This is an optimization exercise on Yosys and OpenROAD, whose aim is small area and a short achievable clock period, not a production implementation.
No functional check of the RTL was part of any run shown here.
Power and IR drop assume default switching activity.

==> flow/design.v (outline; a module is shown in full before it is edited, if it fits) <==
// module user_logic: 1199 lines
// module fa: 4 lines
module user_logic
(
  Bus2IP_Clk,
  Bus2IP_Reset,
  Bus2IP_Data,
  Bus2IP_BE,
  Bus2IP_RdCE,
  Bus2IP_WrCE,
  IP2Bus_Data,
  IP2Bus_RdAck,
  IP2Bus_WrAck,
  IP2Bus_Error
);
  // ...
==> flow/run.sh <==
#!/bin/bash
# synth_recipe.tcl (not shown) runs the flow's synth.tcl, then flattens the netlist and writes it again
# the make line also repeats each setting of config.mk as NAME=value (left out here)
make -C /OpenROAD-flow-scripts/flow DESIGN_CONFIG=/design/flow/config.mk WORK_HOME=/design/flow/orfs CLKGATE_MAP_FILE= SYNTH_SCRIPT=/design/flow/synth_recipe.tcl finish
==> flow/config.mk <==
export PLATFORM = sky130hd
export DESIGN_NAME = user_logic
export DESIGN_NICKNAME = user_logic
export VERILOG_FILES = /design/flow/design.v
export SDC_FILE = /design/flow/constraint.sdc
export NUM_CORES = 4
export LEC_CHECK = 0
export ABC_AREA = 1
export CAP_MARGIN = 20
export CORE_MARGIN = 2
export CORE_UTILIZATION = 40
export SETUP_SLACK_MARGIN = 4
export SLEW_MARGIN = 20
export SYNTH_HIERARCHICAL = 1
export SYNTH_MINIMUM_KEEP_SIZE = 0
export TNS_END_PERCENT = 5
==> flow/constraint.sdc <==
create_clock -name core_clock -period 8.5 [get_ports {Bus2IP_Clk}]
set_input_delay 1.7000 -clock core_clock [delete_from_list [all_inputs] [get_ports {Bus2IP_Clk}]]
set_output_delay 1.7000 -clock core_clock [all_outputs]
set_load 0.01 [all_outputs]
==> PnR_summary.wiki, run 1 <==
{| class="wikitable"
! Metric !! Value
|-
| Status || no timing/DRC/antenna violations
|-
| Static leakage || 8.63 nW
|-
| Worst Hold Endpoint || slv_reg2[31]
|-
| Met2 routed WL || 23400 um
|-
| Clk cell area share || 0.0349
|-
| Type of the worst setup path || input pin to output port
|-
| Maximum ir drop on the vdd rail || 115 uV
|-
| Worst Tran Pin Value || 1.10 ns
|-
| Count of distinct cell types in the synthesized netlist || 34
|-
| Parity-gate share of the synthesized area counting xor and xnor cells || 0.153
|-
| Number of sinks driven by the clock tree || 162
|-
| Portion of the post-synthesis area used by sequential elements || 0.213
|-
| Area used by sequential logic in the layout || 3260 sq um
|-
| Detailed-route via count || 12400
|-
| Worst hold slack after final layout || 0.323 ns
|-
| Die height || 199 um
|-
| Number of buffers inserted to repair setup after CTS || 10
|-
| Power dissipated in sequential cells || 0.00103 W
|-
| Post-detailed-route DRC marker count || 0
|-
| Arrival time at the worst endpoint || 2.82 ns
|-
| Placer congestion estimate || 0.853
|-
| Layer with the highest usage || met2
|-
| Post-synthesis share of cell area spent on and, or, nand and nor gates || 0.0735
|-
| Internal power component || 0.00174 W
|-
| Average wire per cell in the routed design || 23.3 um
|-
| Unrepaired setup endpoints after global routing || true
|-
| Largest net degree at the start of global routing || 67
|-
| Die Wd || 199 um
|-
| Most frequent cells in the layout || sky130_fd_sc_hd__xor2_1, sky130_fd_sc_hd__o22ai_1, sky130_fd_sc_hd__fa_1
|-
| Logic gate share of total power || 0.339
|-
| Synth Instances || 1598
|-
| Share of synthesized cell area in full adder, half adder and majority cells || 0.322
|-
| Layout Cells excl Fill || 2110
|-
| Global-route usage over all layers || 0.254
|}
==> run 2, diff against run 1 <==
--- a/flow/design.v
+++ b/flow/design.v
@@ -1178,26 +1178,27 @@
   wire [31:0] pnext = psum;
   reg r2z;
   always @(posedge Bus2IP_Clk) r2z <= Bus2IP_Reset | rst_d;
   always @(posedge Bus2IP_Clk) begin
     rst_d <= Bus2IP_Reset;
     for (k = 0; k < 32; k = k + 1)
       slv_reg2[k] <= pnext[31-k];
   end
-  reg [0:31] rdata;
-  always @(*) begin
-    case (Bus2IP_RdCE)
-      3'b100:  rdata = slv_reg0;
-      3'b010:  rdata = slv_reg1;
-      3'b001:  rdata = r2z ? 32'd0 : slv_reg2;
-      default: rdata = 32'd0;
-    endcase
-  end
+  wire [0:31] rdata;
+  generate for (g = 0; g < 4; g = g + 1) begin : rdm
+    rdmux8 u (.rd(Bus2IP_RdCE), .r0(slv_reg0[g*8 +: 8]), .r1(slv_reg1[g*8 +: 8]), .r2(slv_reg2[g*8 +: 8]), .z2(r2z), .o(rdata[g*8 +: 8]));
+  end endgenerate
   assign IP2Bus_Data  = rdata;
   assign IP2Bus_RdAck = |Bus2IP_RdCE;
   assign IP2Bus_WrAck = |Bus2IP_WrCE;
   assign IP2Bus_Error = 1'b0;
 endmodule
 module fa (input a, input b, input c, output s, output co);
   assign s  = a ^ b ^ c;
   assign co = (a & b) | (a & c) | (b & c);
 endmodule
+module rdmux8 (input [0:2] rd, input [0:7] r0, input [0:7] r1, input [0:7] r2, input z2, output [0:7] o);
+  wire s0 = rd == 3'b100;
+  wire s1 = rd == 3'b010;
+  wire s2 = rd == 3'b001 && !z2;
+  assign o = ({8{s0}} & r0) | ({8{s1}} & r1) | ({8{s2}} & r2);
+endmodule
==> flow/flow/run.sh (new file) <==
#!/bin/bash
# The standard layout, with every input and output port buffered by
# sky130_fd_sc_hd__buf_2 (buffer_ports' -buffer_cell) instead of the cell
# buffer_ports picks by itself, and the buffers ABC put in at synthesis
# removed at floorplan (REMOVE_ABC_BUFFERS) so repair_design re-buffers only
# where needed. Everything else is the standard flow.
set -euo pipefail
bash standard.sh "BUFFER_PORTS_ARGS=-buffer_cell sky130_fd_sc_hd__buf_2" REMOVE_ABC_BUFFERS=1 finish > standard.log 2>&1
==> flow/standard.sh (new file) <==
#!/bin/bash
# synth_recipe.tcl (not shown) runs the flow's synth.tcl, then flattens the netlist and writes it again
# the make line also repeats each setting of config.mk as NAME=value (left out here)
make -C /OpenROAD-flow-scripts/flow DESIGN_CONFIG=/design/flow/config.mk WORK_HOME=/design/flow/orfs CLKGATE_MAP_FILE= SYNTH_SCRIPT=/design/flow/synth_recipe.tcl "${@:-finish}"
==> flow/config.mk (replaced) <==
export PLATFORM = sky130hd
export DESIGN_NAME = user_logic
export DESIGN_NICKNAME = user_logic
export VERILOG_FILES = /design/flow/design.v
export SDC_FILE = /design/flow/constraint.sdc
export NUM_CORES = 4
export LEC_CHECK = 0
export ABC_AREA = 1
export CAP_MARGIN = 20
export CORE_MARGIN = 2
export CORE_UTILIZATION = 40
export SETUP_SLACK_MARGIN = 4.3
export SLEW_MARGIN = 20
export SYNTH_HIERARCHICAL = 1
export SYNTH_MINIMUM_KEEP_SIZE = 0
export TNS_END_PERCENT = 5
removed: flow/run.sh
==> PnR_summary.wiki, run 2 <==
{| class="wikitable"
! Metric !! Value
|-
| Synth Instances || 1644 (+2.9%)
|-
| Worst hold slack after final layout || 0.328 ns (+0.00528 ns)
|-
| Inserted Clock Buffers || 17
|-
| Type of the worst setup path || input pin to output port
|-
| Worst min path class || register to register
|-
| Number of synthesized register bits || 162
|-
| Via density per instance || 5.89
|-
| Clock root buffer master || sky130_fd_sc_hd__clkbuf_16
|-
| Detailed-route via count || 12800 (+3.1%)
|-
| H-Tree Depth || 4
|-
| Unrepaired setup endpoints after global routing || true
|-
| Number of sinks driven by the clock tree || 162 (unchanged)
|-
| Final period utilization || 0.501
|-
| Initial core utilization || 0.404
|-
| Count of distinct cell types in the synthesized netlist || 34 (unchanged)
|-
| Endpoints failing hold || 0
|-
| Fraction of final layout cells sized beyond drive strength 1 || 0.139
|-
| Clock-pin slew on the worst setup and hold paths || 0.07 ns
|-
| Proportion of synthesized flip-flops having asynchronous set or reset || 0
|-
| Max-Slew Margin vs Limit || 0.310
|-
| Setup-violating endpoint count in the final report || 0
|-
| Layout Cells excl Fill || 2168 (+2.7%)
|-
| Crit path capture type || output port
|-
| Worst Tran Pin Value || 1.03 ns (-0.0698 ns)
|-
| Via count of the first global-routing pass || 13000
|-
| Number of instances on the worst hold path || 0
|-
| Final worst path period need || 4.25 ns
|-
| Layout overhead on the synthesized area || 10.1%
|-
| Die Wd || 202 um (+1.4%)
|-
| Most frequent cells in the layout || sky130_fd_sc_hd__xor2_1, sky130_fd_sc_hd__o22ai_1, sky130_fd_sc_hd__fa_1
|-
| Cell area power density || 132 nW/um^2
|-
| Top-area cell type share of the netlist area || 0.300
|-
| Top_reg_cell synth || sky130_fd_sc_hd__dfxtp_1
|-
| Number of instances in the placed design || 2116
|-
| Placer congestion estimate || 0.877 (+2.8%)
|-
| Mean area per synthesized cell || 9.51 sq um
|-
| Top cell types by occurrence after synthesis || sky130_fd_sc_hd__xor2_1, sky130_fd_sc_hd__o22ai_1, sky130_fd_sc_hd__fa_1
|-
| Global-route usage over all layers || 0.238 (-0.0167)
|-
| Average wire per cell in the routed design || 22.8 um (-2.2%)
|-
| Category of the worst setup path launch point || input pin
|-
| Maximum clock insertion buffer count || 2
|-
| Net count of the finished layout || 1931
|-
| Leading cell type in the layout, fill and taps excluded || sky130_fd_sc_hd__xor2_1
|-
| Main area contributors after synthesis || sky130_fd_sc_hd__fa_1, sky130_fd_sc_hd__dfxtp_1, sky130_fd_sc_hd__xor2_1, sky130_fd_sc_hd__o22ai_1, sky130_fd_sc_hd__nand3_1
|-
| Status || no timing/DRC/antenna violations
|-
| Static leakage || 8.80 nW (+2.0%)
|-
| Syn. warnings || 7
|-
| Final Instance Area || 17200 sq um
|-
| Largest registers || slv_reg0: 32 flops, slv_reg1: 32 flops, slv_reg2: 32 flops
|-
| Antenna violations before repair || 0
|-
| Maximum ir drop on the vdd rail || 107 uV (-7.0%)
|-
| Final WL || 49300 um
|-
| Die height || 202 um (+1.4%)
|-
| Most repeated cell in the gate-level netlist after synthesis || sky130_fd_sc_hd__xor2_1
|-
| Number of DRC violations after detailed-routing iteration 0 || 1497
|-
| Number of max-slew violations in the final report || 0
|-
| Max-capacitance violation count || 0
|-
| HPWL reported at the end of detailed placement || 33500 um
|-
| Area of the core region || 38600 sq um
|-
| Number of primary I/O pins || 79
|-
| R2r worst-path depth || 9
|-
| F_max || 235 MHz
|-
| Worst Setup Slack, final || 4.25 ns
|-
| Setup slack after placement || 3.30 ns
|-
| Wire length of the first global-routing pass || 74900 um
|-
| Clock insertion delay at the later pin of the skew report || 0.45 ns
|-
| Number of enable-type register cells in the synthesized netlist || 0
|-
| Count of standard-cell rows || 72
|-
| Total global routing overflow || 0
|-
| Largest area contributor in the synthesized netlist || sky130_fd_sc_hd__fa_1
|-
| Sum of negative setup slack || 0 ns
|-
| Crit Path Max Fanout || 21
|-
| Clock skew || 0.0172 ns
|-
| # fillers || 3662
|-
| Largest net degree at the start of global routing || 67 (unchanged)
|-
| Number of routed nets with antenna violations || 0
|-
| Portion of the post-synthesis area used by sequential elements || 0.207 (-0.00598)
|-
| Arrival time at the worst endpoint || 2.55 ns (-0.27 ns)
|-
| Die area || 40700 sq um
|-
| Cell area after synthesis || 15600 sq um
|-
| Length of the first detailed-routing pass in iterations || 5
|-
| Area after detailed placement || 16100 sq um
|-
| Post-detailed-route DRC marker count || 0 (unchanged)
|-
| TritonCTS clock tree || built
|-
| Req. time, crit path || 6.80 ns
|-
| Antenna diode count || 0
|-
| Buffers added on ports || 77
|}
==> run 2: cell count changes after synthesis, moves of 16 or more <==
cell and change:
sky130_fd_sc_hd__nor2_1 -29, sky130_fd_sc_hd__a21oi_1 +29, sky130_fd_sc_hd__nand2_1 -23, sky130_fd_sc_hd__a211oi_1 -29
sky130_fd_sc_hd__o221ai_1 -31, sky130_fd_sc_hd__nand3_1 +95, sky130_fd_sc_hd__nand4_1 +32, sky130_fd_sc_hd__buf_2 -16
==> run 2: critical path: stages <==
cell and delay, ns:
sky130_fd_sc_hd__buf_16 0.15, sky130_fd_sc_hd__nor2_2 0.28, sky130_fd_sc_hd__nand3_1 0.16, sky130_fd_sc_hd__nand3_1 0.11, sky130_fd_sc_hd__buf_2 0.14
==> run 2: final cells by class <==
class	instances	area, sq um	share of cell area
multi-input cells	1239	11400	0.665
flip-flops and latches	162	3260	0.189
repair buffers	114	858	0.0499
well taps	518	648	0.0377
clock buffers	18	439	0.0255
inverters	102	399	0.0232
clock inverters	14	148	0.00858
repair inverters	1	5.00	0.000291
==> run 2: where the power goes <==
| part | internal (W) | switching (W) | total [W] |
|---|---|---|---|
| Combinational | 0.000211 | 0.000346 | 0.000557 |
| Clock | 0.000421 | 0.000361 | 0.000782 |
| Sequential | 0.000867 | 0.0000627 | 0.000930 |
| Total | 0.00150 | 0.000770 | 0.00227 |
==> run 2: kinds of logic (layout without fill, tap and decap cells) <==
group	Yosys count	count (layout)	share of synthesized area
buf+inv	244	249	0.0687
compound gates	346	346	0.145
simple gates	362	362	0.107
other cells	1	1	0.000240
mux	14	15	0.0113
fa+ha+maj	250	250	0.312
xor+xnor	265	265	0.148
flops	162	162	0.207
==> run 2: per-module statistics from Yosys (local to each module, per instance) <==
module | cells | cell area [sq um]
rdmux8 | 39 | 224
user_logic | 1263 | 10200
fa | 1 | 20.0
==> run 2: worst paths after layout <==
kind	startpoint	endpoint	slack, ns
min reg2reg	t5_0	slv_reg2[26]	0.33
min	t5_0	slv_reg2[26]	0.33
max reg2reg	slv_reg1[26]	t28_1	4.28
max	Bus2IP_RdCE[0]	IP2Bus_Data[15]	4.25
==> run 2: through the flow <==
step | util | total power (W)
finish | 0.445 | 0.00227
global route | 0.445 | 0.00239
CTS | 0.436 | 0.00227
detailed placement | 0.417 | 0.00147
global placement | 0.417 | 0.00147
floorplan | - | 0.00127
==> run 2: what timing repair did <==
action                     in CTS  in global routing
setup endpoints to repair      91                 47
buffers inserted                1                 14
pin swaps                       1                  5
hold buffers                    0                  0
gates resized for setup        34                 31
cloned                          1                  4
==> run 2: metal layers <==
layer  global-route usage  up-vias  part of all wire
li1                     -     5574                 -
met1                0.311     6465              0.41
met2                0.384      616              0.48
met3               0.0457      115             0.075
met4                0.104        0             0.039
met5                    0        -                 0
==> run 3, diff against run 2 <==
--- a/flow/config.mk
+++ b/flow/config.mk
@@ -9,6 +9,7 @@
 export CAP_MARGIN = 20
 export CORE_MARGIN = 2
 export CORE_UTILIZATION = 40
+export CTS_BUF_LIST = sky130_fd_sc_hd__clkbuf_4 sky130_fd_sc_hd__clkbuf_8
 export SETUP_SLACK_MARGIN = 4.3
 export SLEW_MARGIN = 20
 export SYNTH_HIERARCHICAL = 1
==> PnR_summary.wiki, run 3 <==
{| class="wikitable"
! Metric !! Value
|-
| Status || no timing/DRC/antenna violations
|-
| Most repeated library cell on the critical path || sky130_fd_sc_hd__nand3_1
|-
| Maximum clock insertion buffer count || 2 (unchanged)
|-
| Beginning of the worst hold path || t7_0
|-
| Crit path capture type || output port
|-
| Die Wd || 202 um (unchanged)
|-
| Cell area power density || 122 nW/um^2 (-7.4%)
|-
| Largest area contributor in the synthesized netlist || sky130_fd_sc_hd__fa_1
|-
| Critical path startpoint || Bus2IP_RdCE[0]
|-
| Arrival time at the worst endpoint || 2.55 ns (about the same)
|-
| Top_reg_cell synth || sky130_fd_sc_hd__dfxtp_1
|-
| Cell area after synthesis || 15600 sq um (unchanged)
|-
| Mean area per synthesized cell || 9.51 sq um (unchanged)
|-
| Clock root buffer master || sky130_fd_sc_hd__clkbuf_8
|-
| Die height || 202 um (unchanged)
|-
| Net count of the finished layout || 1924 (-0.36%)
|-
| Clock-pin slew on the worst setup and hold paths || 0.09 ns (+0.02 ns)
|-
| Average wire per cell in the routed design || 22.9 um (+0.60%)
|-
| Antenna violations before repair || 0 (unchanged)
|-
| Worst path max stage delay || 0.28 ns (about the same)
|-
| Met1 track demand over resource in global routing || 0.310 (about the same)
|-
| Sum of negative setup slack || 0 ns (unchanged)
|-
| Syn. warnings || 7 (unchanged)
|-
| F_max || 235 MHz (about the same)
|-
| Placer congestion estimate || 0.877 (unchanged)
|-
| Largest net degree at the start of global routing || 67 (unchanged)
|-
| Post-detailed-route DRC marker count || 0 (unchanged)
|-
| R2r worst-path depth || 11 (+2)
|-
| Slowest cell on the critical path || sky130_fd_sc_hd__nor2_2
|-
| Proportion of synthesized flip-flops having asynchronous set or reset || 0 (unchanged)
|-
| Area after detailed placement || 16100 sq um (unchanged)
|-
| Unrepaired setup endpoints after global routing || true
|-
| Fraction of final layout cells sized beyond drive strength 1 || 0.135 (-0.00428)
|-
| Synth Instances || 1644 (unchanged)
|-
| Antenna diode count || 0 (unchanged)
|-
| Number of max-slew violations in the final report || 0 (unchanged)
|-
| Top cell types by occurrence after synthesis || sky130_fd_sc_hd__xor2_1, sky130_fd_sc_hd__o22ai_1, sky130_fd_sc_hd__fa_1
|-
| Met3 Resource Use GR || 0.0432 (-0.00243)
|-
| Endpoints failing hold || 0 (unchanged)
|-
| Global-route track usage on met2 || 0.385 (+0.00160)
|-
| Worst Setup Slack, final || 4.25 ns (-0.000130 ns)
|-
| Count of standard-cell rows || 72 (unchanged)
|-
| Via count of the first global-routing pass || 12900 (-0.33%)
|-
| Max-capacitance violation count || 0 (unchanged)
|-
| Portion of the post-synthesis area used by sequential elements || 0.207 (unchanged)
|-
| H-Tree Depth || 4 (unchanged)
|-
| Type of the worst setup path || input pin to output port
|-
| Layout overhead on the synthesized area || 8.49%
|-
| Cell breakdown of the critical path || buf_16 -> nor2_2 -> nand3_1 -> nand3_1 -> buf_2
|-
| HPWL reported at the end of detailed placement || 33500 um (unchanged)
|-
| Clock insertion delay at the later pin of the skew report || 0.49 ns (+0.04 ns)
|-
| Final worst path period need || 4.25 ns (+0.000130 ns)
|-
| Most repeated cell in the gate-level netlist after synthesis || sky130_fd_sc_hd__xor2_1
|-
| Via density per instance || 5.91 (+0.26%)
|-
| Number of routed nets with antenna violations || 0 (unchanged)
|-
| Length of the first detailed-routing pass in iterations || 11 (+6)
|-
| Maximum ir drop on the vdd rail || 71.5 uV (-33%)
|-
| Post-CTS Hold Buffers || 0 (unchanged)
|-
| Count of distinct cell types in the synthesized netlist || 34 (unchanged)
|-
| Number of instances on the worst hold path || 0 (unchanged)
|-
| Crit Path Max Fanout || 21 (unchanged)
|-
| Area of the core region || 38600 sq um (unchanged)
|-
| Top-area cell type share of the netlist area || 0.300 (unchanged)
|-
| Number of sinks driven by the clock tree || 162 (unchanged)
|-
| Number of enable-type register cells in the synthesized netlist || 0 (unchanged)
|-
| Setup slack after placement || 3.30 ns (unchanged)
|-
| Buffers added on ports || 77 (unchanged)
|-
| Number of primary I/O pins || 79 (unchanged)
|-
| Detailed-route via count || 12800 (-0.063%)
|-
| Power consumption || 0.00207 W (-8.7%)
|-
| Max-Slew Margin vs Limit || 0.329 (+0.0190)
|-
| Number of instances in the placed design || 2116 (unchanged)
|-
| Inserted Clock Buffers || 17 (unchanged)
|-
| Layout Cells excl Fill || 2161 (-0.32%)
|-
| Wire length of the first global-routing pass || 74700 um (-0.26%)
|-
| Leading cell type in the layout, fill and taps excluded || sky130_fd_sc_hd__xor2_1
|-
| Setup-violating endpoint count in the final report || 0 (unchanged)
|-
| Most frequent cells in the layout || sky130_fd_sc_hd__xor2_1, sky130_fd_sc_hd__o22ai_1, sky130_fd_sc_hd__fa_1
|-
| Clock skew || 0.0277 ns (+0.0105 ns)
|-
| Largest registers || slv_reg0: 32 flops, slv_reg1: 32 flops, slv_reg2: 32 flops
|-
| Worst Tran Pin Value || 1.01 ns (-0.0284 ns)
|-
| Global-route usage over all layers || 0.237 (-0.000797)
|-
| Req. time, crit path || 6.80 ns (about the same)
|-
| TritonCTS clock tree || built
|-
| Layer with the highest usage || met2
|-
| Category of the worst setup path launch point || input pin
|-
| Final period utilization || 0.501 (about the same)
|-
| Final Instance Area || 17000 sq um (-1.4%)
|-
| Number of DRC violations after detailed-routing iteration 0 || 1490 (-0.47%)
|-
| Initial core utilization || 0.404 (unchanged)
|-
| Main area contributors after synthesis || sky130_fd_sc_hd__fa_1, sky130_fd_sc_hd__dfxtp_1, sky130_fd_sc_hd__xor2_1, sky130_fd_sc_hd__o22ai_1, sky130_fd_sc_hd__nand3_1
|-
| Number of synthesized register bits || 162 (unchanged)
|-
| Static leakage || 8.68 nW (-1.3%)
|-
| Die area || 40700 sq um (unchanged)
|-
| R2R Path Start || slv_reg1[20]
|-
| Total global routing overflow || 0 (unchanged)
|-
| Worst min path class || register to register
|-
| Final WL || 49500 um (+0.28%)
|}
[run 3: cell count changes in the layout (fill, tap and decap cells not counted)]
cell | previous run | this run
sky130_fd_sc_hd__buf_12 | 2 | 1
sky130_fd_sc_hd__buf_2 | 73 | 74
sky130_fd_sc_hd__buf_4 | 26 | 18
sky130_fd_sc_hd__clkbuf_16 | 20 | 4
sky130_fd_sc_hd__clkbuf_8 | 3 | 20
sky130_fd_sc_hd__nand3_1 | 100 | 101
sky130_fd_sc_hd__nand3_2 | 5 | 4
[run 3: cell families after synthesis]
kind of cell	Yosys count	share of synthesized area
AND/OR/NAND/NOR	362	0.107
AO/OA/AOI/OAI	346	0.145
XOR/XNOR	265	0.148
adder cells (fa/ha/maj)	250	0.312
buffers and inverters	244	0.0687
flip-flops	162	0.207
multiplexers	14	0.0113
other	1	0.000240
[run 3: worst max-delay path: cells and delay by family]
kind                   cells  cell delay (ns)
AND/OR/NAND/NOR            3             0.55
buffers and inverters      2             0.29
[run 3: layer usage]
layer  up-vias  wire (um)  part of all wire
met5         -          0                 0
met2       651      23800              0.48
met1      6430      19900              0.40
met3       119       3720             0.075
li1       5562          -                 -
met4         0       2040             0.041
[run 3: report_power, final]
part           total, W  internal (W)  switching, W  leakage (nW)
clock network  0.000587      0.000249      0.000338         0.201
registers      0.000930      0.000867     0.0000638          1.33
logic          0.000554      0.000210      0.000344          7.15
total           0.00207       0.00133      0.000746          8.68
[run 3: worst paths after layout]
| kind | to | slack [ns] |
|---|---|---|
| setup / recovery | IP2Bus_Data[15] | 4.25 |
| hold reg to reg | slv_reg2[24] | 0.33 |
| setup reg to reg | t31_2 | 4.30 |
| hold / removal | slv_reg2[24] | 0.33 |
[run 3: Yosys stat by module, one instance, submodules excluded]
module	copies in the design	cells	area, sq um
fa	225	1	20.0
rdmux8	4	39	224
user_logic	1	1263	10200
[run 3: repair_timing]
item                                    in CTS  in global routing
endpoints found under the setup margin      91                 47
gates cloned                                 1                  5
pin swaps                                    1                  5
gates resized for setup                     34                 30
buffers inserted                             1                  6
[run 3: stage by stage]
step	util	hold slack [ns]
after floorplan	-	0.310
after global placement	0.417	0.312
after detailed placement	0.417	0.312
after CTS	0.431	0.335
after global routing	0.439	0.347
final	0.439	0.334
[run 3: final cells by class]
type | instances | area (sq um)
fillers | 3698 | 21700
multi-input cells | 1239 | 11400
flip-flops and latches | 162 | 3260
repair buffers | 107 | 808
well taps | 518 | 648
inverters | 102 | 399
clock buffers | 18 | 248
clock inverters | 14 | 148
repair inverters | 1 | 5.00

==> port drivers added, routing unchanged <==
The results above use ideal ports. As a check the final layouts listed here were re-extracted and re-timed, cells and wires unchanged. Step 1 sets driving cells, clkbuf_16 on the clock port and buf_2 on the other inputs (assumed; they add their load-dependent delay and slew). Step 2 also shifts input and output timing later by t, the mid clock arrival at the registers, as if the neighbouring blocks saw the same clock. Slacks: ideal / step 1 / step 2; pairs: ideal / step 1.
run	t (ns)	setup slack, ns	worst setup path at the end	worst data-port slew with drivers (ns)
run 1	0.504	3.976 / 3.943 / 3.943	input to output	0.08
run 2	0.494	4.245 / 4.070 / 4.070	input to output	0.22
run 3	0.526	4.245 / 4.077 / 4.077	input to output	0.30
After both steps setup and hold are still met in every run listed. For run 2, which loses most, drivers alone change the setup slack by -0.175 ns; drivers and shift together by -0.175 ns.
